Background: an optimization exercise with open tools, aiming at small area and a short achievable clock period. Do not read the settings as production practice. Function was checked by simulation only, so behaviour that the tests miss may differ from the original. Power figures rest on the tool's default switching activity, not on a simulated workload.

==> inputs of maple <==
// alu_top
module alu_top(
    input             clk,
    input      [31:0] a,
    input      [31:0] b,
    input      [3:0]  opcode,
    input             cin,
    input             bin,
    input             en,
    output reg [31:0] sum,
    output reg [31:0] diff,
    output reg [31:0] result,
    output reg        cout,
    output reg        bout,
    output            zero,
    output            sign,
    output reg        carry,
    output reg        overflow,
    output            parity
);
==> flow/config.mk <==
export PLATFORM = sky130hd
export DESIGN_NAME = alu_top
export DESIGN_NICKNAME = alu_top
export VERILOG_FILES = /design/flow/design.v
export SDC_FILE = /design/flow/constraint.sdc
export NUM_CORES = 4
export LEC_CHECK = 0
export ABC_AREA = 1
export CAP_MARGIN = 20
export CORE_MARGIN = 2
export CORE_UTILIZATION = 65
export PLACE_DENSITY = 0.8
export SLEW_MARGIN = 20
==> flow/constraint.sdc <==
create_clock -name core_clock -period 125.0 [get_ports {clk}]
set_input_delay 25.0000 -clock core_clock [delete_from_list [all_inputs] [get_ports {clk}]]
set_output_delay 25.0000 -clock core_clock [all_outputs]
set_load 0.01 [all_outputs]
standard.sh (not shown) runs the stock make flow with config.mk's settings and CLKGATE_MAP_FILE= SYNTH_SCRIPT=/design/flow/synth_recipe.tcl, a recipe that flattens the netlist after the stock synthesis.
==> flow/flow/run.sh <==
#!/bin/bash
# The standard layout (the standard.sh), except that up to clock-tree synthesis
# repair_timing aims for SETUP_SLACK_MARGIN ns of setup slack instead of 0, so it sizes the
# long divider paths even though they meet the 125 ns clock. Routing and the rest run as in
# the standard flow.
set -euo pipefail
bash standard.sh SETUP_SLACK_MARGIN=78 cts > orfs_make_cts.log 2>&1
bash standard.sh finish > orfs_make_finish.log 2>&1
==> willow: changes against maple <==
--- a/flow/flow/run.sh
+++ b/flow/flow/run.sh
@@ -5,4 +5,4 @@
 # the standard flow.
 set -euo pipefail
-bash standard.sh SETUP_SLACK_MARGIN=78 cts > orfs_make_cts.log 2>&1
+bash standard.sh SETUP_SLACK_MARGIN=81 cts > orfs_make_cts.log 2>&1
 bash standard.sh finish > orfs_make_finish.log 2>&1
- CORE_UTILIZATION: 65 -> 55
- PLACE_DENSITY: 0.8 -> 0.7
==> run notes <==
willow ran to the end with no violations. maple completed without violations. Of willow and maple, willow has the higher final area (gap 7.7%, measured against maple). Against willow, the first-iteration DRC count of maple is larger by 10%. Between willow and maple, the lower worst setup slack is in maple (gap 2.9 ns). Of maple and willow, maple has the higher sequential share of layout area (gap 0.65 points). In willow the utilization is lower than in maple, by 5.7 points. Wire length: maple is smaller than willow (about 7%). In synthesized cell count, willow and maple do not differ. Against willow, the register-to-register slack of maple is lower by 3.0 ns.
==> figures <==
|  | willow | maple |
|---|---|---|
| Crit path depth | 145 | 332 |
| Vias in the first global route | 42163 | 41061 |
| Well-tap cell count | 940 | 782 |
| Placed Instances | 6896 | 6729 |
| Total Nets Final | 7060 | 6833 |
| End of the worst register-to-register path | result[23] | overflow |
| Fraction of layout instances using a drive strength above 1 | 0.140 | 0.0731 |
| Row count | 97 | 90 |
| Run status | no timing/DRC/antenna violations | no timing/DRC/antenna violations |
| Peak supply drop | 0.0148 mV | 0.0123 mV |
| Total routed wire length on the met1 layer | 61800 µm | 55500 µm |
| Core occupancy in the finished layout | 0.659 | 0.717 |
| Internal power summed over all cells | 0.000313 W | 0.000289 W |
| Clock period minus worst slack | 45.53 ns | 48.42 ns |
| Reg-to-Reg Start | op_q[0] | op_q[2] |
| Initial cell density of the core | 0.558 | 0.653 |
| Number of combinational gates with multiple inputs | 4756 | 4747 |
| Crit path buffers/inverters | 29 | 28 |

* * *

==> v18 <==
alu_top again, from the RTL that the note above started with.
clock: 125.0 ns
lec_check: 0
abc_area: 1
cap_margin: 20
core_margin: 2
core_utilization: 55
place_density: 0.7
slew_margin: 20
==> flow/flow/run.sh <==
#!/bin/bash
# The standard layout (the standard.sh), except that up to clock-tree synthesis
# repair_timing aims for SETUP_SLACK_MARGIN ns of setup slack instead of 0, so it sizes the
# long divider paths even though they meet the 125 ns clock. Routing and the rest run as in
# the standard flow.
set -euo pipefail
bash standard.sh SETUP_SLACK_MARGIN=86 cts > orfs_make_cts.log 2>&1
bash standard.sh finish > orfs_make_finish.log 2>&1
==> v33 (differences from v18) <==
==> flow/flow/run.sh (replaced) <==
#!/bin/bash
# The standard layout (the standard.sh), except that repair_timing aims for extra setup
# slack (SETUP_SLACK_MARGIN ns instead of 0): 80 ns up to clock-tree synthesis and 72 ns after
# global routing, so it sizes the long divider paths even though they meet the 125 ns clock.
set -euo pipefail
bash standard.sh SETUP_SLACK_MARGIN=80 cts > orfs_make_cts.log 2>&1
bash standard.sh SETUP_SLACK_MARGIN=72 grt > orfs_make_grt.log 2>&1
bash standard.sh finish > orfs_make_finish.log 2>&1
==> metrics list <==
- Footprint of the flip-flops and latches: 3910 um2
* Worst-case hold slack: ~0.57 ns
* Area share of buffers outside the clock network: 0.118
- The wire-length estimate of the detail-placed layout is roughly 120000 um.
- Status: no timing/DRC/antenna violations
* Final net count: roughly 7300
- Clock skew on the completed layout was measured at 0.0222 ns.
- Depth of the most critical reg-to-reg path: 333
- Leak pwr: 24.0 nW
* Upper clock frequency limit: 22.1 MHz
* Final worst path period share: 0.361
* Post-layout util: 0.716
The numbers above come from v18.

==> metrics list <==
- The final layout contains 7000 nets.
- Count of clock-net buffers in the final layout: 17
- For the worst flop-to-flop path, the logic depth is 335.
- HPWL after DPL: 118000 um
- Final worst path period share: 0.370
- Of the cells placed in the final design, the portion with a size suffix greater than 1 is 0.119.
- Post-route clock skew: 0.0172 ns
* Leak pwr: ~22 nW
- Post-layout util: 0.644
- The flow ran to the end and the layout has no timing, DRC or antenna violations.
- From synthesis to final layout, the design area changed by 15.3%.
- Final slew viol count: 0
- In the final routing, the length of wire on met1 measures 62100 um.
* Upper clock frequency limit: ~22 MHz
The numbers above come from v33.

==> re-timing with driven ports <==
The results above use ideal ports. As a check the final layouts listed here were re-extracted and re-timed, cells and wires unchanged. Step 1 sets driving cells, clkbuf_16 on the clock port and buf_2 on the other inputs (assumed; they add their load-dependent delay and slew). Step 2 times the ports against the registers' clock, not the clock port: input delays grow and output delays shrink by t, the midpoint of the rising clock arrivals with the driver on. Three values: no drivers, after step 1, after step 2; two values: the first two.
run | t (ns) | slack for setup (ns) | worst slew at a driven data input, ns
maple | 0.512 | 76.585 / 76.585 / 76.585 | 0.06
willow | 0.506 | 79.471 / 79.496 / 78.990 | 0.06
v18 | 0.514 | 79.835 / 79.846 / 79.332 | 0.05
v33 | 0.518 | 78.730 / 78.730 / 78.701 | 0.05
After both steps every run listed still meets setup and hold. For v18, which loses most, drivers alone change the setup slack by +0.011 ns; drivers and shift together by -0.503 ns.
